What follows belongs to an exercise in optimizing a design on an open flow for small area and a short achievable clock period; a production flow would make more cautious choices.
Where RTL was checked, it was by simulation tests only, not by an equivalence proof against the original.
Function not checked in runs 1 to 3: the RTL went through the layout flow alone.
Power is estimated from default activity; no workload was simulated.

## flow/design.v (module list and top-level ports; edited modules follow where they fit)
// module register: 14 lines
// module alu_pre: 590 lines
// module alu_post: 196 lines
// module execute: 30 lines
// module simd_alu_top: 44 lines
module simd_alu_top (
    input  logic         clk,
    input  logic         rst,
    input  logic         overwriteFlags,
    input  logic [2:0]   pcWrEn,
    input  logic [2:0]   ExecuteOp,
    input  logic [127:0] vect1,
    input  logic [127:0] vect2,
    output logic [127:0] vectOut,
    output logic         pcWrEnOut
);
  // ...
==> flow/flow/run.sh <==
#!/bin/bash
# Standard layout, with one netlist clean-up between synthesis and floorplan:
# flow/fixinv.py removes the inverters that Yosys's full-adder extraction
# leaves between full adders (a full adder is self-dual, so flipping the
# polarity of some adders cancels them). Registers are not touched.
# Every port is buffered as in the standard flow, with the library's smallest
# buffer (buf_1) rather than buffer_ports' default pick.
# Timing repair aims at a setup slack of $MARGIN ns at the design's clock.
set -euo pipefail
MARGIN=6.5
RES=orfs/results/$FLOW_PLATFORM/simd_alu_top/base
bash standard.sh synth > synth.log 2>&1
python3 flow/fixinv.py $RES/1_2_yosys.v $RES/1_2_yosys.fixinv.v > fixinv.log 2>&1
cp $RES/1_2_yosys.v $RES/1_2_yosys.orig.v
mv $RES/1_2_yosys.fixinv.v $RES/1_2_yosys.v
rm -f $RES/1_synth.odb $RES/1_synth.sdc
bash standard.sh SETUP_SLACK_MARGIN=$MARGIN "BUFFER_PORTS_ARGS=-buffer_cell sky130_fd_sc_hd__buf_1" finish > layout.log 2>&1
==> flow/flow/fixinv.py <==
#!/usr/bin/env python3
"""Removes inverters between full adders in a flat sky130 netlist written by Yosys.

A full adder is self-dual: FA(~a, ~b, ~c) = (~cout, ~sum). Each fa cell may
therefore be "flipped" (its outputs then carry the complements of their
values, and its inputs must be fed complemented) without changing the
circuit. This picks flips greedily to minimise the number of nets that need
an inverted copy, then rewrites the netlist with one inverter per such net.

usage: fixinv.py IN.v OUT.v"""
import re
import sys

INV = re.compile(r"sky130_fd_sc_hd__(clk)?inv_\d+$")
FA = re.compile(r"sky130_fd_sc_hd__fa_\d+$")
OUT_PINS = {"X", "Y", "Q", "Q_N", "SUM", "COUT", "HI", "LO"}

src = open(sys.argv[1]).read()
m = re.search(r"^module\s+(\S+)\s*\((.*?)\);", src, re.S | re.M)
head_end = src.index(";", m.end() - 1) + 1
end = src.rindex("endmodule")
body = re.sub(r"\(\*.*?\*\)", "", src[head_end:end], flags=re.S)

# split the body into statements
stmts = [s.strip() for s in re.split(r";\s*\n", body) if s.strip()]
cells = []          # [type, name, [(pin, net)]]
others = []         # declarations and assigns, kept verbatim
ports_out = set()
cell_re = re.compile(r"^(sky130_fd_sc_hd__\w+)\s+(\S+)\s*\((.*)\)\s*$", re.S)
pin_re = re.compile(r"\.(\w+)\(\s*((?:\\\S+\s)|[^()]*?)\s*\)")
for s in stmts:
    s2 = s.rstrip(";").strip()
    cm = cell_re.match(s2)
    if cm:
        pins = [(p, n.strip()) for p, n in pin_re.findall(cm.group(3))]
        cells.append([cm.group(1), cm.group(2), pins])
    else:
        others.append(s2)
        om = re.match(r"output\s+(?:\[(\d+):(\d+)\]\s+)?(\S+)", s2)
        if om:
            if om.group(1):
                hi, lo = int(om.group(1)), int(om.group(2))
                for i in range(min(hi, lo), max(hi, lo) + 1):
                    ports_out.add(f"{om.group(3)}[{i}]")
            else:
                ports_out.add(om.group(3))
# nets used by assign statements count as fixed loads/drivers: keep them untouched
assign_nets = set()
for s in others:
    if s.startswith("assign"):
        for tok in re.findall(r"\\\S+|[A-Za-z_][\w$]*(?:\[\d+\])?", s[6:]):
            assign_nets.add(tok)

# inverters we may remove: output not a port and not used by an assign
inv_of = {}
removable = set()
for i, (t, name, pins) in enumerate(cells):
    if INV.match(t):
        d = dict(pins)
        y, a = d.get("Y"), d.get("A")
        if y and a and y not in ports_out and y not in assign_nets and a not in assign_nets:
            inv_of[y] = a
            removable.add(i)

def lit(net):
    pol = 0
    seen = 0
    while net in inv_of and seen < 100:
        net = inv_of[net]
        pol ^= 1
        seen += 1
    return net, pol

driver_fa = {}      # base net -> fa cell index
fa_ids = []
for i, (t, name, pins) in enumerate(cells):
    if FA.match(t):
        fa_ids.append(i)
        for p, n in pins:
            if p in ("SUM", "COUT"):
                driver_fa[n] = i

# loads: (cell index, pin, base, pol)
loads = []
for i, (t, name, pins) in enumerate(cells):
    if i in removable:
        continue
    for p, n in pins:
        if p in OUT_PINS:
            continue
        b, pol = lit(n)
        loads.append((i, p, b, pol))

x = {i: 0 for i in fa_ids}
loads_by_net = {}
for k, (i, p, b, pol) in enumerate(loads):
    loads_by_net.setdefault(b, []).append(k)
nets_of_fa = {i: set() for i in fa_ids}
for k, (i, p, b, pol) in enumerate(loads):
    if i in x:
        nets_of_fa[i].add(b)
for b, i in driver_fa.items():
    nets_of_fa[i].add(b)

def need_inv(k):
    i, p, b, pol = loads[k]
    par = pol ^ x.get(driver_fa.get(b, -1), 0)
    if i in x:
        par ^= x[i]
    return par

def net_cost(b):
    return 1 if any(need_inv(k) for k in loads_by_net.get(b, ())) else 0

def total():
    return sum(net_cost(b) for b in loads_by_net)

before = total()
improved = True
rounds = 0
while improved and rounds < 50:
    improved = False
    rounds += 1
    for f in fa_ids:
        nets = nets_of_fa[f]
        c0 = sum(net_cost(b) for b in nets)
        x[f] ^= 1
        c1 = sum(net_cost(b) for b in nets)
        if c1 < c0:
            improved = True
        else:
            x[f] ^= 1
after = total()

# rewrite
new_inv = {}
out_cells = []
for i, (t, name, pins) in enumerate(cells):
    if i in removable:
        continue
    newpins = []
    for p, n in pins:
        if p in OUT_PINS:
            newpins.append((p, n))
            continue
        b, pol = lit(n)
        par = pol ^ x.get(driver_fa.get(b, -1), 0)
        if i in x:
            par ^= x[i]
        if par:
            if b not in new_inv:
                new_inv[b] = f"fixinv_n{len(new_inv)}"
            newpins.append((p, new_inv[b]))
        else:
            newpins.append((p, b))
    out_cells.append((t, name, newpins))

lines = [src[:head_end]]
for s in others:
    lines.append("  " + s + " ;")
for b, nn in new_inv.items():
    lines.append(f"  wire {nn};")
for t, name, pins in out_cells:
    ps = ",\n".join(f"    .{p}({n}{' ' if n.startswith(chr(92)) else ''})" for p, n in pins)
    lines.append(f"  {t} {name} (\n{ps}\n  );")
for k, (b, nn) in enumerate(new_inv.items()):
    bb = b + (" " if b.startswith("\\") else "")
    lines.append(f"  sky130_fd_sc_hd__inv_1 fixinv_{k} (\n    .A({bb}),\n    .Y({nn})\n  );")
lines.append("endmodule")
open(sys.argv[2], "w").write("\n".join(lines) + "\n")
sys.stderr.write(f"fixinv: {len(fa_ids)} full adders, {sum(x.values())} flipped; "
                 f"{len(removable)} inverters removed, {len(new_inv)} inserted "
                 f"(nets needing inversion {before} -> {after})\n")
==> flow/standard.sh <==
#!/bin/bash
# synth_recipe.tcl (not shown) runs the flow's synth.tcl, then flattens the netlist and writes it again
# the make line also repeats each setting of config.mk as NAME=value (left out here)
make -C /OpenROAD-flow-scripts/flow DESIGN_CONFIG=/design/flow/config.mk WORK_HOME=/design/flow/orfs CLKGATE_MAP_FILE= SYNTH_SCRIPT=/design/flow/synth_recipe.tcl "${@:-finish}"
==> flow/config.mk <==
export PLATFORM = sky130hd
export DESIGN_NAME = simd_alu_top
export DESIGN_NICKNAME = simd_alu_top
export VERILOG_FILES = /design/flow/design.v
export SDC_FILE = /design/flow/constraint.sdc
export NUM_CORES = 4
export LEC_CHECK = 0
export CAP_MARGIN = 20
export CELL_PAD_IN_SITES_DETAIL_PLACEMENT = 2
export CELL_PAD_IN_SITES_GLOBAL_PLACEMENT = 4
export CORE_MARGIN = 2
export CORE_UTILIZATION = 30
export SLEW_MARGIN = 20
==> flow/constraint.sdc <==
create_clock -name core_clock -period 12.0 [get_ports {clk}]
set_input_delay 2.4000 -clock core_clock [delete_from_list [all_inputs] [get_ports {clk}]]
set_output_delay 2.4000 -clock core_clock [all_outputs]
set_load 0.01 [all_outputs]
==> results_dict.tcl, run 1 <==
set metrics [dict create \
    taps 3552 \
    wire_per_inst_um 34.3 \
    wl_met2_um 200000 \
    synth_nets 10200 \
    die_y_um 523 \
    min_path_cells 1 \
    largest_register_ffs 541 \
    endpoint_kind "flip-flop" \
    rsz0062_at_grt "true" \
    holdCritPathClass "reg2reg" \
    instances_no_fill 12400 \
    arrival_ns 6.28 \
    critPathTopFamily "buffers and inverters" \
    portBuffers 393 \
    grt_max_degree 101 \
    power_switching_mw 8.67 \
    nClkBuffers 127 \
    largest_register "q_q" \
    gp_congestion 0.826 \
    p_int_mw 8.99 \
    worstReg2RegStart "q_q[454]" \
    synth_area_um2 80800 \
    report.final.slew_viol_count 0 \
    diodes 25 \
    fin_util 0.353 \
    hold_buffers 0 \
    seq_share 0.144 \
    clk_pin_slew_ns 0.06 \
    clock-sinks 679 \
    place_hpwl_um 297000 \
    clk_latency_ns 0.87 \
    total_leakage_power_nw 39.0 \
    crit_end "q_q[248]" \
    critPathSlowestCell "clkbuf_2" \
    p_comb_frac 0.643 \
    min_from "overwriteFlags_q" \
    met3_usage 0.0410 \
    worst_pin_slew_ns 1.19 \
    powerDensity_nw_per_um2 187 \
    start_kind "input pin" \
    status "finished clean" \
    wl_um 426000 \
    regArea_um2 13600 \
    seq-power_mw 3.27 \
]
==> run 2, diff against run 1 <==
--- a/flow/flow/run.sh
+++ b/flow/flow/run.sh
@@ -9,3 +9,3 @@
 set -euo pipefail
-MARGIN=6.5
+MARGIN=7.0
 RES=orfs/results/$FLOW_PLATFORM/simd_alu_top/base
==> results_dict.tcl, run 2 <==
set metrics [dict create \
    status "finished clean" \
    hold_buffers 0 \
    die_y_um 523 \
    drc 0 \
    peakVddDrop_uv 247 \
    yosysWarnings 3 \
    cap_violations 0 \
    die_w_um 523 \
    area_growth_pct 28.9 \
    fin_crit_sh 0.455 \
    die_area_um2 273000 \
    portBuffers 393 \
    io_pins 394 \
    cts_root_buf "clkbuf_16" \
    report.final.hold_viol_count 0 \
    vias 73400 \
    crit_chain "clkbuf_16, nor2b_4, buf_4, buf_12, buf_16, buf_12, buf_6, buf_6, and3_4, buf_12, a22oi_2, xor2_1, fa_2, inv_2, fa_2, fa_2, fa_2" \
    crit_path_max_incr_delay_ns 0.60 \
    wl_um 453000 \
    drive_gt1_frac 0.271 \
    largest_register "q_q" \
    setup_viol 0 \
    cts_buffer_depth 4 \
    nNetsFinal 10800 \
    place_hpwl_um 296000 \
    period_needed_ns 5.46 \
    finClkSkew_ns 0.104 \
    grt_pass1_wl_um 628000 \
    cts_tree "built" \
    path_buf_inv 9 \
    coreArea_um2 268000 \
    grt_pass1_vias 79600 \
    gp_congestion 0.836 \
    fmax_mhz 183 \
    ant_nets 0 \
    htreeDepth 3 \
    fin_util 0.389 \
    slew_headroom 0.144 \
    required_ns 12.78 \
    arrival_ns 6.24 \
    syn_area_per_cell_um2 9.35 \
    grt_antenna_before_repair 45 \
    fin_setup_tns_ns 0 \
    synth_nets 10200 \
    cts_buffers 100 \
    dpl.cell_count 12000 \
    critPathSlowestCell "fa_2" \
    start_util 0.302 \
    grt-ovfl-total 0 \
    synth_area_um2 80800 \
    critPathTopFamily "adder cells" \
    wire_per_inst_um 35.4 \
    worst_pin_slew_ns 1.28 \
    start_kind "input pin" \
    holdCritPathClass "reg2reg" \
    largest_register_ffs 541 \
    rsz0062_at_grt "true" \
    most-common-layout-cells "xnor2_1 (967), dfxtp_1 (676), a22oi_1 (661)" \
    syn_inst 8642 \
    powerDensity_nw_per_um2 178 \
    grt_max_degree 92 \
    clock-sinks 679 \
    critPathMaxFanout 5 \
    clk_pin_slew_ns 0.06 \
    fillCellCount 28200 \
    endpoint_kind "flip-flop" \
    report.final.slew_viol_count 0 \
    critPathKind "in2reg" \
    clk_latency_ns 0.91 \
    drt_iter0_markers 5808 \
    crit_path_frequent_cell "fa_2" \
    drtPass1Iterations 6 \
    total_leakage_power_nw 42.2 \
    track_usage 0.322 \
    instances_no_fill 12800 \
    via_per_inst 5.73 \
    top_regs "q_q x541, vectOut x128, a31_q x4" \
    num_rows 190 \
    final_common_cell "xnor2_1" \
]
## run 2: changes by cell type in the layout (fill, tap and decap cells not counted), moves of 120 or more
cell     delta
buf_4     +160
a22oi_2   +120
fa_2      +228
a22oi_1   -120
fa_1      -228
## run 2: repair_timing
action / CTS / global route
setup buffers: 417 / 127
resized for setup: 1040 / 399
pin swaps: 426 / 326
gates cloned: 80 / 15
endpoints found under the setup margin: 524 / 272
## run 2: report_power, final
part | leakage [nW] | internal, mW | switching (mW)
combinational | 34.9 | 4.59 | 7.31
clock | 1.71 | 2.01 | 1.30
sequential | 5.64 | 2.95 | 0.322
total | 42.2 | 9.55 | 8.94
## run 2: final timing paths
path / from / end / slack [ns] / cells past startpoint
min reg2reg: overwriteFlags_q / execute_stage.zeroFlag_register.dataOut / 0.49 / 1
min in group asynchronous: rst / execute_stage.negative_flag_register.dataOut / 1.42 / 2
min: overwriteFlags_q / execute_stage.zeroFlag_register.dataOut / 0.49 / 1
max: ExecuteOp[2] / q_q[368] / 6.54 / 17
max in group asynchronous: rst / execute_stage.zeroFlag_register.dataOut / 10.46 / 2
max reg2reg: q_q[157] / execute_stage.negative_flag_register.dataOut / 7.16 / 13
## run 2: worst reg2reg max path: cells and delay by family, from the launching register on
| family | cells | cell delay (ns) |
|---|---|---|
| compound gates | 6 | 1.58 |
| xor+xnor | 2 | 0.81 |
| fa+ha+maj | 3 | 1.31 |
| flops | 1 | 0.32 |
| simple gates | 2 | 0.65 |
## run 2: layout make-up
| type | count | area (µm²) | share of cell area |
|---|---|---|---|
| Timing Repair inverter | 3 | 25.0 | 0.000240 |
| Sequential cell | 679 | 13600 | 0.131 |
| Clock buffer | 126 | 2720 | 0.0261 |
| Inverter | 614 | 2540 | 0.0244 |
| Multi-Input combinational cell | 6492 | 67600 | 0.649 |
| Antenna cell | 20 | 50.0 | 0.000481 |
| Timing Repair Buffer | 1261 | 12300 | 0.118 |
| Clock inverter | 54 | 826 | 0.00793 |
| Tap cell | 3552 | 4440 | 0.0427 |
## run 2: per-stage QoR
| stage | area, µm² | setup WS [ns] | hold slack [ns] | power [mW] |
|---|---|---|---|---|
| 2_1_floorplan | 83800 | 6.09 | 0.441 | 10.1 |
| 3_3_place_gp | 87100 | 3.67 | 0.477 | 14.3 |
| 3_5_place_dp | 87100 | 3.51 | 0.483 | 14.5 |
| 4_1_cts | 101000 | 6.59 | 0.500 | 18.6 |
| 5_1_grt | 104000 | 6.51 | 0.520 | 19.8 |
| 6_report | 104000 | 6.54 | 0.494 | 18.5 |
## run 2: per-layer routing
metal	track usage	up-vias	part of all wire
met2	0.529	2674	0.47
met1	0.434	39100	0.43
met4	0.110	16	0.041
li1	-	30800	-
met5	0	-	0.00021
met3	0.0412	731	0.057
==> run 3, diff against run 2 <==
--- a/flow/flow/run.sh
+++ b/flow/flow/run.sh
@@ -9,3 +9,3 @@
 set -euo pipefail
-MARGIN=7.0
+MARGIN=6.5
 RES=orfs/results/$FLOW_PLATFORM/simd_alu_top/base
--- a/flow/config.mk
+++ b/flow/config.mk
@@ -8,6 +8,6 @@
 export CAP_MARGIN = 20
-export CELL_PAD_IN_SITES_DETAIL_PLACEMENT = 2
-export CELL_PAD_IN_SITES_GLOBAL_PLACEMENT = 4
+export CELL_PAD_IN_SITES_DETAIL_PLACEMENT = 1
+export CELL_PAD_IN_SITES_GLOBAL_PLACEMENT = 2
 export CORE_MARGIN = 2
-export CORE_UTILIZATION = 30
+export CORE_UTILIZATION = 45
 export SLEW_MARGIN = 20
==> results_dict.tcl, run 3 <==
set metrics [dict create \
    final_common_cell "xnor2_1" \
    largest_register "q_q" \
    required_ns 12.70 \
    drc 0 \
    most-common-layout-cells "xnor2_1 (1070), a22oi_1 (780), fa_1 (708)" \
    setup_slack_ns 6.44 \
    top_regs "q_q x541, vectOut x128, a31_q x4" \
    fin_setup_tns_ns 0 \
    grt_pass1_wl_um 528000 \
    seqPwrFrac 0.193 \
    vias 72100 \
    swShare 0.478 \
    dpl.cell_count 10700 \
    p_comb_frac 0.637 \
    wire_per_inst_um 32.8 \
    worst_pin_slew_ns 1.10 \
    die_y_um 428 \
    crit_path_max_incr_delay_ns 0.59 \
    report.final.slew_viol_count 0 \
    dpl-instance-area_um2 85100 \
    synth_nets 10200 \
    status "finished clean" \
    largest_register_ffs 541 \
    via_per_inst 6.43 \
    setup_viol 0 \
    yosysWarnings 3 \
    crit_chain "clkbuf_16, buf_6, nor2b_4, buf_12, nand2_8, buf_12, buf_16, buf_12, a21oi_4, buf_4, a22oi_1, xor2_1, fa_1, inv_1, fa_1, fa_2, fa_2" \
    gp_congestion 0.917 \
    clk_latency_ns 0.80 \
    power_switching_mw 8.07 \
    report.final.hold_viol_count 0 \
    grt_pass1_vias 75700 \
    track_usage 0.394 \
    wl_um 367000 \
    syn_area_per_cell_um2 9.35 \
    endpoint_kind "flip-flop" \
    p_int_mw 8.82 \
    ant_nets 0 \
    start_kind "input pin" \
    num_rows 155 \
    critPathMaxFanout 6 \
    fin_util 0.523 \
    io_pins 394 \
    coreArea_um2 178000 \
    finClkSkew_ns 0.0626 \
    cap_violations 0 \
    drtPass1Iterations 6 \
    area_growth_pct 15.6 \
    place_hpwl_um 245000 \
    hold_buffers 0 \
    rsz0062_at_grt "true" \
    die_area_um2 183000 \
    syn_inst 8642 \
    power_frac_clock 0.171 \
    cts_buffer_depth 3 \
    cts_tree "built" \
    portBuffers 393 \
    critPathSlowestCell "fa_1" \
    fmax_mhz 180 \
    fin_crit_sh 0.464 \
    post-place-ws_ns 3.56 \
    crit_path_frequent_cell "buf_12" \
    critPathKind "in2reg" \
    clock-sinks 679 \
    arrival_ns 6.26 \
    clk_pin_slew_ns 0.06 \
    period_needed_ns 5.56 \
    drive_gt1_frac 0.151 \
    instances_no_fill 11200 \
    drt_iter0_markers 7844 \
    peakVddDrop_uv 444 \
    total_leakage_power_nw 38.9 \
    synth_area_um2 80800 \
    powerDensity_nw_per_um2 181 \
    grt_max_degree 134 \
    htreeDepth 3 \
    nNetsFinal 10300 \
    start_util 0.453 \
    holdCritPathClass "reg2reg" \
    die_w_um 428 \
    slew_headroom 0.270 \
    grt_antenna_before_repair 48 \
    grt-ovfl-total 0 \
    cts_root_buf "clkbuf_16" \
    cts_buffers 85 \
    finalInstanceArea_um2 93400 \
]
## run 3: repair_timing
| action | CTS | global route |
|---|---|---|
| gates cloned | 45 | 6 |
| setup buffers | 153 | 67 |
| pin swaps | 50 | 60 |
| resized for setup | 297 | 165 |
| endpoints found under the setup margin | 474 | 119 |
## run 3: layer usage
layer | global-route usage | vias to the layer above | routed length [µm] | part of all wire
li1 | - | 30000 | - | -
met3 | 0.0895 | 1134 | 35500 | 0.096
met4 | 0.229 | 22 | 23600 | 0.064
met5 | 0 | - | 130 | 0.00035
met1 | 0.496 | 36800 | 140000 | 0.38
met2 | 0.621 | 4147 | 168000 | 0.46
## run 3: layout make-up
cell class	count	area [µm²]
multi-input cells	6484	63800
flip-flops and latches	679	13600
fillers	19800	85000
inverters	614	2480
clock inverters	43	638
clock buffers	113	2420
diodes	35	87.6
well taps	2355	2950
repair inverters	1	8.76
repair buffers	880	7380
## run 3: worst max-delay path: cells and delay by family
family,cells,cell delay (ns)
AOI/OAI and AO/OA,2,0.29
xor gates and xnor gates,1,0.21
adders and majority gates,4,1.97
buffers and inverters,8,1.15
and+or+nand+nor,2,0.23
## run 3: per-stage QoR
| step | hold WS, ns | power, mW |
|---|---|---|
| 2_1_floorplan | 0.441 | 10.1 |
| 3_3_place_gp | 0.504 | 13.5 |
| 3_5_place_dp | 0.487 | 13.7 |
| 4_1_cts | 0.500 | 16.9 |
| 5_1_grt | 0.524 | 18.1 |
| 6_report | 0.492 | 16.9 |
## run 3: final timing paths
| kind | start | cells past startpoint | slack (ns) | endpoint |
|---|---|---|---|---|
| worst max-delay path | ExecuteOp[0] | 17 | 6.44 | q_q[232] |
| worst min-delay path | overwriteFlags_q | 1 | 0.49 | execute_stage.zeroFlag_register.dataOut |
| worst max register to register | q_q[408] | 16 | 6.65 | execute_stage.negative_flag_register.dataOut |
| worst min register to register | overwriteFlags_q | 1 | 0.49 | execute_stage.zeroFlag_register.dataOut |
| max in group asynchronous | rst | 2 | 10.41 | execute_stage.negative_flag_register.dataOut |
| min in group asynchronous | rst | 2 | 1.47 | execute_stage.zeroFlag_register.dataOut |
## run 3: power groups by stage
| stage | combinational, mW | clock, mW | sequential [mW] |
|---|---|---|---|
| 2_1_floorplan | 6.77 | 0 | 3.34 |
| 6_report | 10.8 | 2.88 | 3.25 |
| 5_1_grt | 11.8 | 3.02 | 3.33 |
| 3_3_place_gp | 10.2 | 0 | 3.29 |
| 3_5_place_dp | 10.4 | 0 | 3.31 |
| 4_1_cts | 10.7 | 2.94 | 3.26 |
==> module alu_pre, before the edit <==
module alu_pre (
    input  logic [31:0] a, b,
    input  logic [2:0]  op,
    output logic [135:0] q
);
    wire is_mul = op == 3'd4;
    wire is_add = op == 3'd2 || op == 3'd3 || op == 3'd7;
    wire [32:0] bx = {b, 1'b0};
    logic [15:0] one, two, neg;
    genvar j;
    generate for (j = 0; j < 16; j = j + 1) begin : enc
        wire b1 = bx[2*j+2], b0 = bx[2*j+1], bl = bx[2*j];
        if (j == 0) assign one[j] = (is_mul & (b0 ^ bl)) | is_add;
        else        assign one[j] = is_mul & (b0 ^ bl);
        assign two[j] = is_mul & ((b1 & ~b0 & ~bl) | (~b1 & b0 & bl));
        assign neg[j] = is_mul & b1 & ~(b0 & bl);
    end endgenerate
    wire [32:0] ax = {a, 1'b0};
    wire [39:0] X = {a, 8'b0} | {8'b0, a};
    logic [39:0] Xr;
    always_comb for (int m = 0; m < 40; m++) Xr[m] = X[39-m];
    wire [39:0] Y = op == 3'd6 ? Xr : X;
    wire [39:0] sh = Y >> b[2:0];
    logic [31:0] shl;
    always_comb for (int i = 0; i < 32; i++) shl[i] = sh[31-i];
    logic [31:0] bb;
    always_comb
        case (op)
            3'd1: bb = a ^ b;
            3'd2: bb = b;
            3'd3: bb = ~b;
            3'd5: bb = sh[31:0];
            3'd6: bb = shl;
            3'd7: bb = 32'd4;
            default: bb = 32'd0;
        endcase
    wire cin = op == 3'd3;
    wire [31:0] pp0 = (({32{one[0]}} & ax[32:1]) | ({32{two[0]}} & ax[31:0])) ^ {32{neg[0]}};
    wire [29:0] pp1 = (({30{one[1]}} & ax[30:1]) | ({30{two[1]}} & ax[29:0])) ^ {30{neg[1]}};
    wire [27:0] pp2 = (({28{one[2]}} & ax[28:1]) | ({28{two[2]}} & ax[27:0])) ^ {28{neg[2]}};
    wire [25:0] pp3 = (({26{one[3]}} & ax[26:1]) | ({26{two[3]}} & ax[25:0])) ^ {26{neg[3]}};
    wire [23:0] pp4 = (({24{one[4]}} & ax[24:1]) | ({24{two[4]}} & ax[23:0])) ^ {24{neg[4]}};
    wire [21:0] pp5 = (({22{one[5]}} & ax[22:1]) | ({22{two[5]}} & ax[21:0])) ^ {22{neg[5]}};
    wire [19:0] pp6 = (({20{one[6]}} & ax[20:1]) | ({20{two[6]}} & ax[19:0])) ^ {20{neg[6]}};
    wire [17:0] pp7 = (({18{one[7]}} & ax[18:1]) | ({18{two[7]}} & ax[17:0])) ^ {18{neg[7]}};
    wire [15:0] pp8 = (({16{one[8]}} & ax[16:1]) | ({16{two[8]}} & ax[15:0])) ^ {16{neg[8]}};
    wire [13:0] pp9 = (({14{one[9]}} & ax[14:1]) | ({14{two[9]}} & ax[13:0])) ^ {14{neg[9]}};
    wire [11:0] pp10 = (({12{one[10]}} & ax[12:1]) | ({12{two[10]}} & ax[11:0])) ^ {12{neg[10]}};
    wire [9:0] pp11 = (({10{one[11]}} & ax[10:1]) | ({10{two[11]}} & ax[9:0])) ^ {10{neg[11]}};
    wire [7:0] pp12 = (({8{one[12]}} & ax[8:1]) | ({8{two[12]}} & ax[7:0])) ^ {8{neg[12]}};
    wire [5:0] pp13 = (({6{one[13]}} & ax[6:1]) | ({6{two[13]}} & ax[5:0])) ^ {6{neg[13]}};
    wire [3:0] pp14 = (({4{one[14]}} & ax[4:1]) | ({4{two[14]}} & ax[3:0])) ^ {4{neg[14]}};
    wire [1:0] pp15 = (({2{one[15]}} & ax[2:1]) | ({2{two[15]}} & ax[1:0])) ^ {2{neg[15]}};
    wire hs0 = neg[2] ^ pp0[4];
    wire hc0 = neg[2] & pp0[4];
    wire hs1 = pp0[5] ^ pp1[3];
    wire hc1 = pp0[5] & pp1[3];
    wire fs2 = neg[3] ^ pp0[6] ^ pp1[4];
    wire fc2 = (neg[3] & pp0[6]) | (pp1[4] & (neg[3] | pp0[6]));
    wire hs3 = pp2[2] ^ pp3[0];
    wire hc3 = pp2[2] & pp3[0];
    wire fs4 = pp0[7] ^ pp1[5] ^ pp2[3];
    wire fc4 = (pp0[7] & pp1[5]) | (pp2[3] & (pp0[7] | pp1[5]));
    wire hs5 = pp3[1] ^ hc3;
    wire hc5 = pp3[1] & hc3;
    wire fs6 = neg[4] ^ pp0[8] ^ pp1[6];
    wire fc6 = (neg[4] & pp0[8]) | (pp1[6] & (neg[4] | pp0[8]));
    wire fs7 = pp2[4] ^ pp3[2] ^ pp4[0];
    wire fc7 = (pp2[4] & pp3[2]) | (pp4[0] & (pp2[4] | pp3[2]));
    wire hs8 = fc4 ^ fs6;
    wire hc8 = fc4 & fs6;
    wire fs9 = pp0[9] ^ pp1[7] ^ pp2[5];
    wire fc9 = (pp0[9] & pp1[7]) | (pp2[5] & (pp0[9] | pp1[7]));
    wire fs10 = pp3[3] ^ pp4[1] ^ fc6;
    wire fc10 = (pp3[3] & pp4[1]) | (fc6 & (pp3[3] | pp4[1]));
    wire hs11 = fc7 ^ fs9;
    wire hc11 = fc7 & fs9;
    wire fs12 = neg[5] ^ pp0[10] ^ pp1[8];
    wire fc12 = (neg[5] & pp0[10]) | (pp1[8] & (neg[5] | pp0[10]));
    wire fs13 = pp2[6] ^ pp3[4] ^ pp4[2];
    wire fc13 = (pp2[6] & pp3[4]) | (pp4[2] & (pp2[6] | pp3[4]));
    wire fs14 = pp5[0] ^ fc9 ^ fs12;
    wire fc14 = (pp5[0] & fc9) | (fs12 & (pp5[0] | fc9));
    wire hs15 = fs13 ^ hc11;
    wire hc15 = fs13 & hc11;
    wire fs16 = pp0[11] ^ pp1[9] ^ pp2[7];
    wire fc16 = (pp0[11] & pp1[9]) | (pp2[7] & (pp0[11] | pp1[9]));
    wire fs17 = pp3[5] ^ pp4[3] ^ pp5[1];
    wire fc17 = (pp3[5] & pp4[3]) | (pp5[1] & (pp3[5] | pp4[3]));
    wire fs18 = fc12 ^ fc13 ^ fs16;
    wire fc18 = (fc12 & fc13) | (fs16 & (fc12 | fc13));
    wire hs19 = fs17 ^ fc14;
    wire hc19 = fs17 & fc14;
    wire fs20 = neg[6] ^ pp0[12] ^ pp1[10];
    wire fc20 = (neg[6] & pp0[12]) | (pp1[10] & (neg[6] | pp0[12]));
    wire fs21 = pp2[8] ^ pp3[6] ^ pp4[4];
    wire fc21 = (pp2[8] & pp3[6]) | (pp4[4] & (pp2[8] | pp3[6]));
    wire fs22 = pp5[2] ^ pp6[0] ^ fc16;
    wire fc22 = (pp5[2] & pp6[0]) | (fc16 & (pp5[2] | pp6[0]));
    wire fs23 = fc17 ^ fs20 ^ fs21;
    wire fc23 = (fc17 & fs20) | (fs21 & (fc17 | fs20));
    wire hs24 = fc18 ^ fs22;
    wire hc24 = fc18 & fs22;
    wire fs25 = pp0[13] ^ pp1[11] ^ pp2[9];
    wire fc25 = (pp0[13] & pp1[11]) | (pp2[9] & (pp0[13] | pp1[11]));
    wire fs26 = pp3[7] ^ pp4[5] ^ pp5[3];
    wire fc26 = (pp3[7] & pp4[5]) | (pp5[3] & (pp3[7] | pp4[5]));
    wire fs27 = pp6[1] ^ fc20 ^ fc21;
    wire fc27 = (pp6[1] & fc20) | (fc21 & (pp6[1] | fc20));
    wire fs28 = fs25 ^ fs26 ^ fc22;
    wire fc28 = (fs25 & fs26) | (fc22 & (fs25 | fs26));
    wire hs29 = fc23 ^ fs27;
    wire hc29 = fc23 & fs27;
    wire fs30 = neg[7] ^ pp0[14] ^ pp1[12];
    wire fc30 = (neg[7] & pp0[14]) | (pp1[12] & (neg[7] | pp0[14]));
    wire fs31 = pp2[10] ^ pp3[8] ^ pp4[6];
    wire fc31 = (pp2[10] & pp3[8]) | (pp4[6] & (pp2[10] | pp3[8]));
    wire fs32 = pp5[4] ^ pp6[2] ^ pp7[0];
    wire fc32 = (pp5[4] & pp6[2]) | (pp7[0] & (pp5[4] | pp6[2]));
    wire fs33 = fc25 ^ fc26 ^ fs30;
    wire fc33 = (fc25 & fc26) | (fs30 & (fc25 | fc26));
    wire fs34 = fs31 ^ fs32 ^ fc27;
    wire fc34 = (fs31 & fs32) | (fc27 & (fs31 | fs32));
    wire hs35 = fs33 ^ bb[14];
    wire hc35 = fs33 & bb[14];
    wire fs36 = pp0[15] ^ pp1[13] ^ pp2[11];
    wire fc36 = (pp0[15] & pp1[13]) | (pp2[11] & (pp0[15] | pp1[13]));
    wire fs37 = pp3[9] ^ pp4[7] ^ pp5[5];
    wire fc37 = (pp3[9] & pp4[7]) | (pp5[5] & (pp3[9] | pp4[7]));
    wire fs38 = pp6[3] ^ pp7[1] ^ fc30;
    wire fc38 = (pp6[3] & pp7[1]) | (fc30 & (pp6[3] | pp7[1]));
    wire fs39 = fc31 ^ fc32 ^ fs36;
    wire fc39 = (fc31 & fc32) | (fs36 & (fc31 | fc32));
    wire fs40 = fs37 ^ fc33 ^ fs38;
    wire fc40 = (fs37 & fc33) | (fs38 & (fs37 | fc33));
    wire hs41 = fs39 ^ bb[15];
    wire hc41 = fs39 & bb[15];
    wire fs42 = neg[8] ^ pp0[16] ^ pp1[14];
    wire fc42 = (neg[8] & pp0[16]) | (pp1[14] & (neg[8] | pp0[16]));
    wire fs43 = pp2[12] ^ pp3[10] ^ pp4[8];
    wire fc43 = (pp2[12] & pp3[10]) | (pp4[8] & (pp2[12] | pp3[10]));
    wire fs44 = pp5[6] ^ pp6[4] ^ pp7[2];
    wire fc44 = (pp5[6] & pp6[4]) | (pp7[2] & (pp5[6] | pp6[4]));
    wire fs45 = pp8[0] ^ fc36 ^ fc37;
    wire fc45 = (pp8[0] & fc36) | (fc37 & (pp8[0] | fc36));
    wire fs46 = fs42 ^ fs43 ^ fs44;
    wire fc46 = (fs42 & fs43) | (fs44 & (fs42 | fs43));
    wire fs47 = fc38 ^ fc39 ^ fs45;
    wire fc47 = (fc38 & fc39) | (fs45 & (fc38 | fc39));
    wire hs48 = fs46 ^ bb[16];
    wire hc48 = fs46 & bb[16];
    wire fs49 = pp0[17] ^ pp1[15] ^ pp2[13];
    wire fc49 = (pp0[17] & pp1[15]) | (pp2[13] & (pp0[17] | pp1[15]));
    wire fs50 = pp3[11] ^ pp4[9] ^ pp5[7];
    wire fc50 = (pp3[11] & pp4[9]) | (pp5[7] & (pp3[11] | pp4[9]));
    wire fs51 = pp6[5] ^ pp7[3] ^ pp8[1];
    wire fc51 = (pp6[5] & pp7[3]) | (pp8[1] & (pp6[5] | pp7[3]));
    wire fs52 = fc42 ^ fc43 ^ fc44;
    wire fc52 = (fc42 & fc43) | (fc44 & (fc42 | fc43));
    wire fs53 = fs49 ^ fs50 ^ fs51;
    wire fc53 = (fs49 & fs50) | (fs51 & (fs49 | fs50));
    wire fs54 = fc45 ^ fc46 ^ fs52;
    wire fc54 = (fc45 & fc46) | (fs52 & (fc45 | fc46));
    wire hs55 = fs53 ^ bb[17];
    wire hc55 = fs53 & bb[17];
    wire fs56 = neg[9] ^ pp0[18] ^ pp1[16];
    wire fc56 = (neg[9] & pp0[18]) | (pp1[16] & (neg[9] | pp0[18]));
    wire fs57 = pp2[14] ^ pp3[12] ^ pp4[10];
    wire fc57 = (pp2[14] & pp3[12]) | (pp4[10] & (pp2[14] | pp3[12]));
    wire fs58 = pp5[8] ^ pp6[6] ^ pp7[4];
    wire fc58 = (pp5[8] & pp6[6]) | (pp7[4] & (pp5[8] | pp6[6]));
    wire fs59 = pp8[2] ^ pp9[0] ^ fc49;
    wire fc59 = (pp8[2] & pp9[0]) | (fc49 & (pp8[2] | pp9[0]));
    wire fs60 = fc50 ^ fc51 ^ fs56;
    wire fc60 = (fc50 & fc51) | (fs56 & (fc50 | fc51));
    wire fs61 = fs57 ^ fs58 ^ fc52;
    wire fc61 = (fs57 & fs58) | (fc52 & (fs57 | fs58));
    wire fs62 = fc53 ^ fs59 ^ fs60;
    wire fc62 = (fc53 & fs59) | (fs60 & (fc53 | fs59));
    wire hs63 = bb[18] ^ fc54;
    wire hc63 = bb[18] & fc54;
    wire fs64 = pp0[19] ^ pp1[17] ^ pp2[15];
    wire fc64 = (pp0[19] & pp1[17]) | (pp2[15] & (pp0[19] | pp1[17]));
    wire fs65 = pp3[13] ^ pp4[11] ^ pp5[9];
    wire fc65 = (pp3[13] & pp4[11]) | (pp5[9] & (pp3[13] | pp4[11]));
    wire fs66 = pp6[7] ^ pp7[5] ^ pp8[3];
    wire fc66 = (pp6[7] & pp7[5]) | (pp8[3] & (pp6[7] | pp7[5]));
    wire fs67 = pp9[1] ^ fc56 ^ fc57;
    wire fc67 = (pp9[1] & fc56) | (fc57 & (pp9[1] | fc56));
    wire fs68 = fc58 ^ fs64 ^ fs65;
    wire fc68 = (fc58 & fs64) | (fs65 & (fc58 | fs64));
    wire fs69 = fs66 ^ fc59 ^ fc60;
    wire fc69 = (fs66 & fc59) | (fc60 & (fs66 | fc59));
    wire fs70 = fs67 ^ fs68 ^ bb[19];
    wire fc70 = (fs67 & fs68) | (bb[19] & (fs67 | fs68));
    wire hs71 = fc61 ^ fc62;
    wire hc71 = fc61 & fc62;
    wire fs72 = neg[10] ^ pp0[20] ^ pp10[0];
    wire fc72 = (neg[10] & pp0[20]) | (pp10[0] & (neg[10] | pp0[20]));
    wire fs73 = pp1[18] ^ pp2[16] ^ pp3[14];
    wire fc73 = (pp1[18] & pp2[16]) | (pp3[14] & (pp1[18] | pp2[16]));
    wire fs74 = pp4[12] ^ pp5[10] ^ pp6[8];
    wire fc74 = (pp4[12] & pp5[10]) | (pp6[8] & (pp4[12] | pp5[10]));
    wire fs75 = pp7[6] ^ pp8[4] ^ pp9[2];
    wire fc75 = (pp7[6] & pp8[4]) | (pp9[2] & (pp7[6] | pp8[4]));
    wire fs76 = fc64 ^ fc65 ^ fc66;
    wire fc76 = (fc64 & fc65) | (fc66 & (fc64 | fc65));
    wire fs77 = fs72 ^ fs73 ^ fs74;
    wire fc77 = (fs72 & fs73) | (fs74 & (fs72 | fs73));
    wire fs78 = fs75 ^ fc67 ^ fc68;
    wire fc78 = (fs75 & fc67) | (fc68 & (fs75 | fc67));
    wire fs79 = fs76 ^ fs77 ^ bb[20];
    wire fc79 = (fs76 & fs77) | (bb[20] & (fs76 | fs77));
    wire hs80 = fc69 ^ fs78;
    wire hc80 = fc69 & fs78;
    wire fs81 = pp0[21] ^ pp10[1] ^ pp1[19];
    wire fc81 = (pp0[21] & pp10[1]) | (pp1[19] & (pp0[21] | pp10[1]));
    wire fs82 = pp2[17] ^ pp3[15] ^ pp4[13];
    wire fc82 = (pp2[17] & pp3[15]) | (pp4[13] & (pp2[17] | pp3[15]));
    wire fs83 = pp5[11] ^ pp6[9] ^ pp7[7];
    wire fc83 = (pp5[11] & pp6[9]) | (pp7[7] & (pp5[11] | pp6[9]));
    wire fs84 = pp8[5] ^ pp9[3] ^ fc72;
    wire fc84 = (pp8[5] & pp9[3]) | (fc72 & (pp8[5] | pp9[3]));
    wire fs85 = fc73 ^ fc74 ^ fc75;
    wire fc85 = (fc73 & fc74) | (fc75 & (fc73 | fc74));
    wire fs86 = fs81 ^ fs82 ^ fs83;
    wire fc86 = (fs81 & fs82) | (fs83 & (fs81 | fs82));
    wire fs87 = fc76 ^ fc77 ^ fs84;
    wire fc87 = (fc76 & fc77) | (fs84 & (fc76 | fc77));
    wire fs88 = fs85 ^ fs86 ^ bb[21];
    wire fc88 = (fs85 & fs86) | (bb[21] & (fs85 | fs86));
    wire hs89 = fc78 ^ fs87;
    wire hc89 = fc78 & fs87;
    wire fs90 = neg[11] ^ pp0[22] ^ pp10[2];
    wire fc90 = (neg[11] & pp0[22]) | (pp10[2] & (neg[11] | pp0[22]));
    wire fs91 = pp11[0] ^ pp1[20] ^ pp2[18];
    wire fc91 = (pp11[0] & pp1[20]) | (pp2[18] & (pp11[0] | pp1[20]));
    wire fs92 = pp3[16] ^ pp4[14] ^ pp5[12];
    wire fc92 = (pp3[16] & pp4[14]) | (pp5[12] & (pp3[16] | pp4[14]));
    wire fs93 = pp6[10] ^ pp7[8] ^ pp8[6];
    wire fc93 = (pp6[10] & pp7[8]) | (pp8[6] & (pp6[10] | pp7[8]));
    wire fs94 = pp9[4] ^ fc81 ^ fc82;
    wire fc94 = (pp9[4] & fc81) | (fc82 & (pp9[4] | fc81));
    wire fs95 = fc83 ^ fs90 ^ fs91;
    wire fc95 = (fc83 & fs90) | (fs91 & (fc83 | fs90));
    wire fs96 = fs92 ^ fs93 ^ fc84;
    wire fc96 = (fs92 & fs93) | (fc84 & (fs92 | fs93));
    wire fs97 = fc85 ^ fc86 ^ fs94;
    wire fc97 = (fc85 & fc86) | (fs94 & (fc85 | fc86));
    wire fs98 = fs95 ^ bb[22] ^ fc87;
    wire fc98 = (fs95 & bb[22]) | (fc87 & (fs95 | bb[22]));
    wire hs99 = fs96 ^ fs97;
    wire hc99 = fs96 & fs97;
    wire fs100 = pp0[23] ^ pp10[3] ^ pp11[1];
    wire fc100 = (pp0[23] & pp10[3]) | (pp11[1] & (pp0[23] | pp10[3]));
    wire fs101 = pp1[21] ^ pp2[19] ^ pp3[17];
    wire fc101 = (pp1[21] & pp2[19]) | (pp3[17] & (pp1[21] | pp2[19]));
    wire fs102 = pp4[15] ^ pp5[13] ^ pp6[11];
    wire fc102 = (pp4[15] & pp5[13]) | (pp6[11] & (pp4[15] | pp5[13]));
    wire fs103 = pp7[9] ^ pp8[7] ^ pp9[5];
    wire fc103 = (pp7[9] & pp8[7]) | (pp9[5] & (pp7[9] | pp8[7]));
    wire fs104 = fc90 ^ fc91 ^ fc92;
    wire fc104 = (fc90 & fc91) | (fc92 & (fc90 | fc91));
    wire fs105 = fc93 ^ fs100 ^ fs101;
    wire fc105 = (fc93 & fs100) | (fs101 & (fc93 | fs100));
    wire fs106 = fs102 ^ fs103 ^ fc94;
    wire fc106 = (fs102 & fs103) | (fc94 & (fs102 | fs103));
    wire fs107 = fc95 ^ fs104 ^ fs105;
    wire fc107 = (fc95 & fs104) | (fs105 & (fc95 | fs104));
    wire fs108 = bb[23] ^ fc96 ^ fc97;
    wire fc108 = (bb[23] & fc96) | (fc97 & (bb[23] | fc96));
    wire hs109 = fs106 ^ fs107;
    wire hc109 = fs106 & fs107;
    wire fs110 = neg[12] ^ pp0[24] ^ pp10[4];
    wire fc110 = (neg[12] & pp0[24]) | (pp10[4] & (neg[12] | pp0[24]));
    wire fs111 = pp11[2] ^ pp12[0] ^ pp1[22];
    wire fc111 = (pp11[2] & pp12[0]) | (pp1[22] & (pp11[2] | pp12[0]));
    wire fs112 = pp2[20] ^ pp3[18] ^ pp4[16];
    wire fc112 = (pp2[20] & pp3[18]) | (pp4[16] & (pp2[20] | pp3[18]));
    wire fs113 = pp5[14] ^ pp6[12] ^ pp7[10];
    wire fc113 = (pp5[14] & pp6[12]) | (pp7[10] & (pp5[14] | pp6[12]));
    wire fs114 = pp8[8] ^ pp9[6] ^ fc100;
    wire fc114 = (pp8[8] & pp9[6]) | (fc100 & (pp8[8] | pp9[6]));
    wire fs115 = fc101 ^ fc102 ^ fc103;
    wire fc115 = (fc101 & fc102) | (fc103 & (fc101 | fc102));
    wire fs116 = fs110 ^ fs111 ^ fs112;
    wire fc116 = (fs110 & fs111) | (fs112 & (fs110 | fs111));
    wire fs117 = fs113 ^ fc104 ^ fc105;
    wire fc117 = (fs113 & fc104) | (fc105 & (fs113 | fc104));
    wire fs118 = fs114 ^ fs115 ^ fs116;
    wire fc118 = (fs114 & fs115) | (fs116 & (fs114 | fs115));
    wire fs119 = bb[24] ^ fc106 ^ fc107;
    wire fc119 = (bb[24] & fc106) | (fc107 & (bb[24] | fc106));
    wire hs120 = fs117 ^ fs118;
    wire hc120 = fs117 & fs118;
    wire fs121 = pp0[25] ^ pp10[5] ^ pp11[3];
    wire fc121 = (pp0[25] & pp10[5]) | (pp11[3] & (pp0[25] | pp10[5]));
    wire fs122 = pp12[1] ^ pp1[23] ^ pp2[21];
    wire fc122 = (pp12[1] & pp1[23]) | (pp2[21] & (pp12[1] | pp1[23]));
    wire fs123 = pp3[19] ^ pp4[17] ^ pp5[15];
    wire fc123 = (pp3[19] & pp4[17]) | (pp5[15] & (pp3[19] | pp4[17]));
    wire fs124 = pp6[13] ^ pp7[11] ^ pp8[9];
    wire fc124 = (pp6[13] & pp7[11]) | (pp8[9] & (pp6[13] | pp7[11]));
    wire fs125 = pp9[7] ^ fc110 ^ fc111;
    wire fc125 = (pp9[7] & fc110) | (fc111 & (pp9[7] | fc110));
    wire fs126 = fc112 ^ fc113 ^ fs121;
    wire fc126 = (fc112 & fc113) | (fs121 & (fc112 | fc113));
    wire fs127 = fs122 ^ fs123 ^ fs124;
    wire fc127 = (fs122 & fs123) | (fs124 & (fs122 | fs123));
    wire fs128 = fc114 ^ fc115 ^ fc116;
    wire fc128 = (fc114 & fc115) | (fc116 & (fc114 | fc115));
    wire fs129 = fs125 ^ fs126 ^ fs127;
    wire fc129 = (fs125 & fs126) | (fs127 & (fs125 | fs126));
    wire fs130 = bb[25] ^ fc117 ^ fc118;
    wire fc130 = (bb[25] & fc117) | (fc118 & (bb[25] | fc117));
    wire hs131 = fs128 ^ fs129;
    wire hc131 = fs128 & fs129;
    wire fs132 = neg[13] ^ pp0[26] ^ pp10[6];
    wire fc132 = (neg[13] & pp0[26]) | (pp10[6] & (neg[13] | pp0[26]));
    wire fs133 = pp11[4] ^ pp12[2] ^ pp13[0];
    wire fc133 = (pp11[4] & pp12[2]) | (pp13[0] & (pp11[4] | pp12[2]));
    wire fs134 = pp1[24] ^ pp2[22] ^ pp3[20];
    wire fc134 = (pp1[24] & pp2[22]) | (pp3[20] & (pp1[24] | pp2[22]));
    wire fs135 = pp4[18] ^ pp5[16] ^ pp6[14];
    wire fc135 = (pp4[18] & pp5[16]) | (pp6[14] & (pp4[18] | pp5[16]));
    wire fs136 = pp7[12] ^ pp8[10] ^ pp9[8];
    wire fc136 = (pp7[12] & pp8[10]) | (pp9[8] & (pp7[12] | pp8[10]));
    wire fs137 = fc121 ^ fc122 ^ fc123;
    wire fc137 = (fc121 & fc122) | (fc123 & (fc121 | fc122));
    wire fs138 = fc124 ^ fs132 ^ fs133;
    wire fc138 = (fc124 & fs132) | (fs133 & (fc124 | fs132));
    wire fs139 = fs134 ^ fs135 ^ fs136;
    wire fc139 = (fs134 & fs135) | (fs136 & (fs134 | fs135));
    wire fs140 = fc125 ^ fc126 ^ fc127;
    wire fc140 = (fc125 & fc126) | (fc127 & (fc125 | fc126));
    wire fs141 = fs137 ^ fs138 ^ fs139;
    wire fc141 = (fs137 & fs138) | (fs139 & (fs137 | fs138));
    wire fs142 = bb[26] ^ fc128 ^ fc129;
    wire fc142 = (bb[26] & fc128) | (fc129 & (bb[26] | fc128));
    wire hs143 = fs140 ^ fs141;
    wire hc143 = fs140 & fs141;
    wire fs144 = pp0[27] ^ pp10[7] ^ pp11[5];
    wire fc144 = (pp0[27] & pp10[7]) | (pp11[5] & (pp0[27] | pp10[7]));
    wire fs145 = pp12[3] ^ pp13[1] ^ pp1[25];
    wire fc145 = (pp12[3] & pp13[1]) | (pp1[25] & (pp12[3] | pp13[1]));
    wire fs146 = pp2[23] ^ pp3[21] ^ pp4[19];
    wire fc146 = (pp2[23] & pp3[21]) | (pp4[19] & (pp2[23] | pp3[21]));
    wire fs147 = pp5[17] ^ pp6[15] ^ pp7[13];
    wire fc147 = (pp5[17] & pp6[15]) | (pp7[13] & (pp5[17] | pp6[15]));
    wire fs148 = pp8[11] ^ pp9[9] ^ fc132;
    wire fc148 = (pp8[11] & pp9[9]) | (fc132 & (pp8[11] | pp9[9]));
    wire fs149 = fc133 ^ fc134 ^ fc135;
    wire fc149 = (fc133 & fc134) | (fc135 & (fc133 | fc134));
    wire fs150 = fc136 ^ fs144 ^ fs145;
    wire fc150 = (fc136 & fs144) | (fs145 & (fc136 | fs144));
    wire fs151 = fs146 ^ fs147 ^ fc137;
    wire fc151 = (fs146 & fs147) | (fc137 & (fs146 | fs147));
    wire fs152 = fc138 ^ fc139 ^ fs148;
    wire fc152 = (fc138 & fc139) | (fs148 & (fc138 | fc139));
    wire fs153 = fs149 ^ fs150 ^ bb[27];
    wire fc153 = (fs149 & fs150) | (bb[27] & (fs149 | fs150));
    wire fs154 = fc140 ^ fs151 ^ fc141;
    wire fc154 = (fc140 & fs151) | (fc141 & (fc140 | fs151));
    wire hs155 = fs152 ^ fs153;
    wire hc155 = fs152 & fs153;
    wire fs156 = neg[14] ^ pp0[28] ^ pp10[8];
    wire fc156 = (neg[14] & pp0[28]) | (pp10[8] & (neg[14] | pp0[28]));
    wire fs157 = pp11[6] ^ pp12[4] ^ pp13[2];
    wire fc157 = (pp11[6] & pp12[4]) | (pp13[2] & (pp11[6] | pp12[4]));
    wire fs158 = pp14[0] ^ pp1[26] ^ pp2[24];
    wire fc158 = (pp14[0] & pp1[26]) | (pp2[24] & (pp14[0] | pp1[26]));
    wire fs159 = pp3[22] ^ pp4[20] ^ pp5[18];
    wire fc159 = (pp3[22] & pp4[20]) | (pp5[18] & (pp3[22] | pp4[20]));
    wire fs160 = pp6[16] ^ pp7[14] ^ pp8[12];
    wire fc160 = (pp6[16] & pp7[14]) | (pp8[12] & (pp6[16] | pp7[14]));
    wire fs161 = pp9[10] ^ fc144 ^ fc145;
    wire fc161 = (pp9[10] & fc144) | (fc145 & (pp9[10] | fc144));
    wire fs162 = fc146 ^ fc147 ^ fs156;
    wire fc162 = (fc146 & fc147) | (fs156 & (fc146 | fc147));
    wire fs163 = fs157 ^ fs158 ^ fs159;
    wire fc163 = (fs157 & fs158) | (fs159 & (fs157 | fs158));
    wire fs164 = fs160 ^ fc148 ^ fc149;
    wire fc164 = (fs160 & fc148) | (fc149 & (fs160 | fc148));
    wire fs165 = fc150 ^ fs161 ^ fs162;
    wire fc165 = (fc150 & fs161) | (fs162 & (fc150 | fs161));
    wire fs166 = fs163 ^ bb[28] ^ fc151;
    wire fc166 = (fs163 & bb[28]) | (fc151 & (fs163 | bb[28]));
    wire fs167 = fc152 ^ fs164 ^ fs165;
    wire fc167 = (fc152 & fs164) | (fs165 & (fc152 | fs164));
    wire hs168 = fc153 ^ fs166;
    wire hc168 = fc153 & fs166;
    wire fs169 = pp0[29] ^ pp10[9] ^ pp11[7];
    wire fc169 = (pp0[29] & pp10[9]) | (pp11[7] & (pp0[29] | pp10[9]));
    wire fs170 = pp12[5] ^ pp13[3] ^ pp14[1];
    wire fc170 = (pp12[5] & pp13[3]) | (pp14[1] & (pp12[5] | pp13[3]));
    wire fs171 = pp1[27] ^ pp2[25] ^ pp3[23];
    wire fc171 = (pp1[27] & pp2[25]) | (pp3[23] & (pp1[27] | pp2[25]));
    wire fs172 = pp4[21] ^ pp5[19] ^ pp6[17];
    wire fc172 = (pp4[21] & pp5[19]) | (pp6[17] & (pp4[21] | pp5[19]));
    wire fs173 = pp7[15] ^ pp8[13] ^ pp9[11];
    wire fc173 = (pp7[15] & pp8[13]) | (pp9[11] & (pp7[15] | pp8[13]));
    wire fs174 = fc156 ^ fc157 ^ fc158;
    wire fc174 = (fc156 & fc157) | (fc158 & (fc156 | fc157));
    wire fs175 = fc159 ^ fc160 ^ fs169;
    wire fc175 = (fc159 & fc160) | (fs169 & (fc159 | fc160));
    wire fs176 = fs170 ^ fs171 ^ fs172;
    wire fc176 = (fs170 & fs171) | (fs172 & (fs170 | fs171));
    wire fs177 = fs173 ^ fc161 ^ fc162;
    wire fc177 = (fs173 & fc161) | (fc162 & (fs173 | fc161));
    wire fs178 = fc163 ^ fs174 ^ fs175;
    wire fc178 = (fc163 & fs174) | (fs175 & (fc163 | fs174));
    wire fs179 = fs176 ^ bb[29] ^ fc164;
    wire fc179 = (fs176 & bb[29]) | (fc164 & (fs176 | bb[29]));
    wire fs180 = fc165 ^ fs177 ^ fs178;
    wire fc180 = (fc165 & fs177) | (fs178 & (fc165 | fs177));
    wire hs181 = fc166 ^ fs179;
    wire hc181 = fc166 & fs179;
    wire fs182 = neg[15] ^ pp0[30] ^ pp10[10];
    wire fc182 = (neg[15] & pp0[30]) | (pp10[10] & (neg[15] | pp0[30]));
    wire fs183 = pp11[8] ^ pp12[6] ^ pp13[4];
    wire fc183 = (pp11[8] & pp12[6]) | (pp13[4] & (pp11[8] | pp12[6]));
    wire fs184 = pp14[2] ^ pp15[0] ^ pp1[28];
    wire fc184 = (pp14[2] & pp15[0]) | (pp1[28] & (pp14[2] | pp15[0]));
    wire fs185 = pp2[26] ^ pp3[24] ^ pp4[22];
    wire fc185 = (pp2[26] & pp3[24]) | (pp4[22] & (pp2[26] | pp3[24]));
    wire fs186 = pp5[20] ^ pp6[18] ^ pp7[16];
    wire fc186 = (pp5[20] & pp6[18]) | (pp7[16] & (pp5[20] | pp6[18]));
    wire fs187 = pp8[14] ^ pp9[12] ^ fc169;
    wire fc187 = (pp8[14] & pp9[12]) | (fc169 & (pp8[14] | pp9[12]));
    wire fs188 = fc170 ^ fc171 ^ fc172;
    wire fc188 = (fc170 & fc171) | (fc172 & (fc170 | fc171));
    wire fs189 = fc173 ^ fs182 ^ fs183;
    wire fc189 = (fc173 & fs182) | (fs183 & (fc173 | fs182));
    wire fs190 = fs184 ^ fs185 ^ fs186;
    wire fc190 = (fs184 & fs185) | (fs186 & (fs184 | fs185));
    wire fs191 = fc174 ^ fc175 ^ fc176;
    wire fc191 = (fc174 & fc175) | (fc176 & (fc174 | fc175));
    wire fs192 = fs187 ^ fs188 ^ fs189;
    wire fc192 = (fs187 & fs188) | (fs189 & (fs187 | fs188));
    wire fs193 = fs190 ^ bb[30] ^ fc177;
    wire fc193 = (fs190 & bb[30]) | (fc177 & (fs190 | bb[30]));
    wire fs194 = fc178 ^ fs191 ^ fs192;
    wire fc194 = (fc178 & fs191) | (fs192 & (fc178 | fs191));
    wire hs195 = fc179 ^ fs193;
    wire hc195 = fc179 & fs193;
    wire xs196 = pp0[31] ^ pp10[11] ^ pp11[9];
    wire xs197 = pp12[7] ^ pp13[5] ^ pp14[3];
    wire xs198 = pp15[1] ^ pp1[29] ^ pp2[27];
    wire xs199 = pp3[25] ^ pp4[23] ^ pp5[21];
    wire xs200 = pp6[19] ^ pp7[17] ^ pp8[15];
    wire xs201 = pp9[13] ^ xs196 ^ xs197;
    wire xs202 = xs198 ^ xs199 ^ xs200;
    wire xs203 = xs201 ^ xs202 ^ bb[31];
    assign q[0] = cin;
    assign q[1] = neg[0];
    assign q[2] = pp0[0];
    assign q[3] = bb[0];
    assign q[4] = pp0[1];
    assign q[5] = bb[1];
    assign q[6] = neg[1];
    assign q[7] = pp0[2];
    assign q[8] = pp1[0];
    assign q[9] = bb[2];
    assign q[10] = pp0[3];
    assign q[11] = pp1[1];
    assign q[12] = bb[3];
    assign q[13] = pp1[2];
    assign q[14] = pp2[0];
    assign q[15] = hs0;
    assign q[16] = bb[4];
    assign q[17] = pp2[1];
    assign q[18] = hc0;
    assign q[19] = hs1;
    assign q[20] = bb[5];
    assign q[21] = hc1;
    assign q[22] = hs3;
    assign q[23] = fs2;
    assign q[24] = bb[6];
    assign q[25] = fc2;
    assign q[26] = fs4;
    assign q[27] = hs5;
    assign q[28] = bb[7];
    assign q[29] = fs7;
    assign q[30] = hc5;
    assign q[31] = hs8;
    assign q[32] = bb[8];
    assign q[33] = hc8;
    assign q[34] = hs11;
    assign q[35] = fs10;
    assign q[36] = bb[9];
    assign q[37] = fc10;
    assign q[38] = fs14;
    assign q[39] = hs15;
    assign q[40] = bb[10];
    assign q[41] = fs18;
    assign q[42] = hc15;
    assign q[43] = bb[11];
    assign q[44] = hs19;
    assign q[45] = fs23;
    assign q[46] = bb[12];
    assign q[47] = hc19;
    assign q[48] = hs24;
    assign q[49] = bb[13];
    assign q[50] = hc24;
    assign q[51] = hs29;
    assign q[52] = fs28;
    assign q[53] = hc29;
    assign q[54] = fc28;
    assign q[55] = fs34;
    assign q[56] = hs35;
    assign q[57] = fc34;
    assign q[58] = fs40;
    assign q[59] = hc35;
    assign q[60] = hs41;
    assign q[61] = fc40;
    assign q[62] = fs47;
    assign q[63] = hc41;
    assign q[64] = hs48;
    assign q[65] = fc47;
    assign q[66] = fs54;
    assign q[67] = hc48;
    assign q[68] = hs55;
    assign q[69] = fs61;
    assign q[70] = fs62;
    assign q[71] = hc55;
    assign q[72] = hs63;
    assign q[73] = fs69;
    assign q[74] = hc63;
    assign q[75] = fs70;
    assign q[76] = hs71;
    assign q[77] = fc70;
    assign q[78] = fs79;
    assign q[79] = hc71;
    assign q[80] = hs80;
    assign q[81] = fc79;
    assign q[82] = fs88;
    assign q[83] = hc80;
    assign q[84] = hs89;
    assign q[85] = fc88;
    assign q[86] = hc89;
    assign q[87] = hs99;
    assign q[88] = fs98;
    assign q[89] = hc99;
    assign q[90] = fc98;
    assign q[91] = hs109;
    assign q[92] = fs108;
    assign q[93] = hc109;
    assign q[94] = fc108;
    assign q[95] = hs120;
    assign q[96] = fs119;
    assign q[97] = hc120;
    assign q[98] = hs131;
    assign q[99] = fc119;
    assign q[100] = fs130;
    assign q[101] = hc131;
    assign q[102] = hs143;
    assign q[103] = fc130;
    assign q[104] = fs142;
    assign q[105] = hc143;
    assign q[106] = fc142;
    assign q[107] = fs154;
    assign q[108] = hs155;
    assign q[109] = fc154;
    assign q[110] = fs167;
    assign q[111] = hc155;
    assign q[112] = hs168;
    assign q[113] = fc167;
    assign q[114] = fs180;
    assign q[115] = hc168;
    assign q[116] = hs181;
    assign q[117] = fc180;
    assign q[118] = fs194;
    assign q[119] = hc181;
    assign q[120] = hs195;
    assign q[121] = fc182;
    assign q[122] = fc183;
    assign q[123] = fc184;
    assign q[124] = fc185;
    assign q[125] = fc186;
    assign q[126] = fc187;
    assign q[127] = fc188;
    assign q[128] = fc189;
    assign q[129] = fc190;
    assign q[130] = fc191;
    assign q[131] = fc192;
    assign q[132] = xs203;
    assign q[133] = fc193;
    assign q[134] = fc194;
    assign q[135] = hc195;
endmodule
==> run 4, diff against run 3 <==
--- a/flow/design.v
+++ b/flow/design.v
@@ -33,8 +33,10 @@
     wire [39:0] X = {a, 8'b0} | {8'b0, a};
-    logic [39:0] Xr;
-    always_comb for (int m = 0; m < 40; m++) Xr[m] = X[39-m];
-    wire [39:0] Y = op == 3'd6 ? Xr : X;
-    wire [39:0] sh = Y >> b[2:0];
-    logic [31:0] shl;
-    always_comb for (int i = 0; i < 32; i++) shl[i] = sh[31-i];
+    logic [8:0] sel;
+    always_comb for (int k = 0; k < 9; k++)
+        sel[k] = (op == 3'd5 && b[2:0] == k) || (op == 3'd6 && 4'd8 - b[2:0] == k);
+    logic [31:0] sh;
+    always_comb for (int i = 0; i < 32; i++) begin
+        sh[i] = 1'b0;
+        for (int k = 0; k < 9; k++) sh[i] = sh[i] | (sel[k] & X[i+k]);
+    end
     logic [31:0] bb;
@@ -45,6 +47,4 @@
             3'd3: bb = ~b;
-            3'd5: bb = sh[31:0];
-            3'd6: bb = shl;
             3'd7: bb = 32'd4;
-            default: bb = 32'd0;
+            default: bb = sh;
         endcase
--- a/flow/config.mk
+++ b/flow/config.mk
@@ -8,6 +8,6 @@
 export CAP_MARGIN = 20
-export CELL_PAD_IN_SITES_DETAIL_PLACEMENT = 1
-export CELL_PAD_IN_SITES_GLOBAL_PLACEMENT = 2
+export CELL_PAD_IN_SITES_DETAIL_PLACEMENT = 2
+export CELL_PAD_IN_SITES_GLOBAL_PLACEMENT = 4
 export CORE_MARGIN = 2
-export CORE_UTILIZATION = 45
+export CORE_UTILIZATION = 30
 export SLEW_MARGIN = 20
==> results_dict.tcl, run 4 <==
set metrics [dict create \
    status "finished clean" \
    grt_max_degree 95 \
    report.final.hold_viol_count 0 \
    rsz0062_at_grt "true" \
    post-place-ws_ns 3.91 \
    crit_path_max_incr_delay_ns 0.53 \
    portBuffers 393 \
    slew_headroom 0.178 \
    clk_latency_ns 0.88 \
    cts_root_buf "clkbuf_16" \
    endpoint_kind "flip-flop" \
    rrSetupSlack_ns 6.64 \
    start_kind "input pin" \
    required_ns 12.71 \
    coreArea_um2 267000 \
    swShare 0.488 \
    largest_register_ffs 541 \
    final_common_cell "xnor2_1" \
    grt_pass1_vias 80800 \
    grt_antenna_before_repair 59 \
    drt_iter0_markers 6381 \
    report.final.slew_viol_count 0 \
    cap_violations 0 \
    fmax_mhz 181 \
    critPathMaxFanout 13 \
    ff2ff_path_depth 13 \
    peakVddDrop_uv 298 \
    holdCritPathClass "reg2reg" \
    area_growth_pct 17.7 \
    gp_congestion 0.853 \
    die_area_um2 273000 \
    p_int_mw 9.37 \
    syn_inst 9044 \
    total_leakage_power_nw 37.7 \
    seqPwrFrac 0.180 \
    setup_slack_ns 6.49 \
    grt-ovfl-total 0 \
    drtPass1Iterations 6 \
    via_per_inst 5.86 \
    critPathKind "in2reg" \
    setup_viol 0 \
    critPathSlowestCell "fa_1" \
    hold_buffers 0 \
    wl_um 438000 \
    top_regs "q_q x541, vectOut x128, a31_q x4" \
    path_buf_inv 5 \
    synth_area_um2 80500 \
    arrival_ns 6.23 \
    grt_pass1_wl_um 616000 \
    min_from "execute_stage.negative_flag_register.dataOut" \
    place_hpwl_um 298000 \
    die_w_um 522 \
    holdPathEnd "execute_stage.negative_flag_register.dataOut" \
    cts_tree "built" \
    syn_area_per_cell_um2 8.90 \
    track_usage 0.311 \
    drc 0 \
    cts_buffers 98 \
    clk_pin_slew_ns 0.06 \
    fillCellCount 29300 \
    worstReg2RegStart "q_q[454]" \
    vias 75200 \
    fin_setup_tns_ns 0 \
    critPathTopFamily "adder cells" \
    power_switching_mw 8.93 \
    num_rows 190 \
    start_util 0.301 \
    crit_chain "clkbuf_16, and2b_4, buf_12, nand2_8, buf_12, clkbuf_16, buf_4, a21oi_4, a22oi_1, xnor2_1, fa_1, fa_1, fa_2, ha_1" \
    ant_nets 0 \
    most-common-layout-cells "xnor2_1 (967), a22oi_1 (857), fa_1 (770)" \
    r2r_end "execute_stage.negative_flag_register.dataOut" \
    yosysWarnings 3 \
    largest_register "q_q" \
    worst_pin_slew_ns 1.20 \
    io_pins 394 \
    die_y_um 522 \
    finClkSkew_ns 0.0636 \
    power_frac_clock 0.176 \
    p_comb_frac 0.644 \
    min_path_cells 1 \
    fin_crit_sh 0.459 \
    drive_gt1_frac 0.144 \
    wire_per_inst_um 34.1 \
    nNetsFinal 10800 \
    htreeDepth 3 \
    cts_buffer_depth 4 \
    synth_nets 10700 \
    powerDensity_nw_per_um2 193 \
    period_needed_ns 5.51 \
    clock-sinks 679 \
]
run 4: area by class of cell:
class,count,area (µm²),share of cell area
multi-input combinational,6762,62800,0.663
sequential,679,13600,0.144
timing repair buffer,947,7640,0.0807
tap,3552,4440,0.0469
clock buffer,125,2770,0.0292
inverter,694,2710,0.0286
clock inverter,52,721,0.00760
antenna,31,77.6,0.000819
run 4: repair_timing:
item | 4_1_cts | 5_1_grt
setup buffers | 141 | 74
gates resized for setup | 294 | 189
setup endpoints to repair | 403 | 113
gates cloned | 27 | 21
endpoints found under the hold margin | 0 | 0
pin swaps | 33 | 66
run 4: metal layers:
metal  GRT usage  wire (µm)
met1       0.417     192000
met3      0.0408      24900
met2       0.511     205000
met5           0        196
met4       0.109      15900
run 4: worst max path at each step:
stage | start | slack, ns | cells past startpoint | endpoint
final | ExecuteOp[1] | 6.49 | 14 | q_q[344]
after global placement | ExecuteOp[2] | 3.74 | 13 | q_q[522]
after detailed placement | ExecuteOp[2] | 3.91 | 13 | q_q[246]
after CTS | ExecuteOp[1] | 6.45 | 16 | q_q[528]
after floorplan | ExecuteOp[1] | 6.10 | 17 | q_q[528]
after global routing | ExecuteOp[1] | 6.45 | 15 | q_q[110]
run 4: power groups by stage:
stage | combinational (mW) | clock (mW) | sequential [mW]
floorplan | 7.13 | 0 | 3.36
global placement | 11.4 | 0 | 3.34
detailed placement | 11.6 | 0 | 3.35
CTS | 12.0 | 3.31 | 3.31
global route | 12.9 | 3.40 | 3.36
finish | 11.8 | 3.22 | 3.29
run 4: stage by stage:
stage                      util  std cells  total power, mW  area (µm²)  hold WS, ns
after floorplan               -       9044             10.5       82400        0.463
after global placement    0.323      12400             14.7       86300        0.506
after detailed placement  0.323      12400             15.0       86300        0.506
after CTS                 0.347      12700             18.6       92900        0.518
after global routing      0.354      12800             19.7       94700        0.549
final                     0.354      12800             18.3       94800        0.513
run 4: worst reg2reg max path, stage by stage (launching register included):
cell	delay [ns]
dfxtp_1	0.48
fa_1	0.50
fa_1	0.56
ha_1	0.44
a21oi_1	0.19
o21ai_0	0.17
a221oi_1	0.42
o2111ai_1	0.24
a31oi_2	0.51
o41ai_2	0.15
xnor2_2	0.50
xnor2_2	0.28
o22ai_2	0.32
o32a_1	0.46

port drivers added, routing unchanged:
The results above use ideal ports. As a check the final layouts listed here were re-extracted and re-timed, cells and wires unchanged. Step 1, drivers: a clkbuf_16 drives clk and a buf_2 each remaining input, both assumed. Step 2 moves the port delays by t, midway between the first and last clock arrival at a register: inputs arrive t later, outputs are due t later. That takes back most of the time a late clock gives input paths. Slacks: ideal ports / drivers / drivers and shift; pairs: ideal ports / drivers.
run	t, ns	slack for setup (ns)	worst setup path at the end	slew at the worst register clock pin (ns)	worst slew at a driven data input, ns
run 1	0.929	6.476 / 6.399 / 5.470	input to register	0.08 / 0.08	0.26
run 2	0.956	6.540 / 6.331 / 5.375	input to register	0.07 / 0.07	0.33
run 3	0.855	6.438 / 6.195 / 5.340	input to register	0.08 / 0.08	0.38
run 4	0.948	6.488 / 6.242 / 5.295	input to register	0.07 / 0.07	0.38
After both steps every run listed still meets setup and hold. For run 4, which loses most, drivers alone change the setup slack by -0.246 ns; drivers and shift together by -1.193 ns.
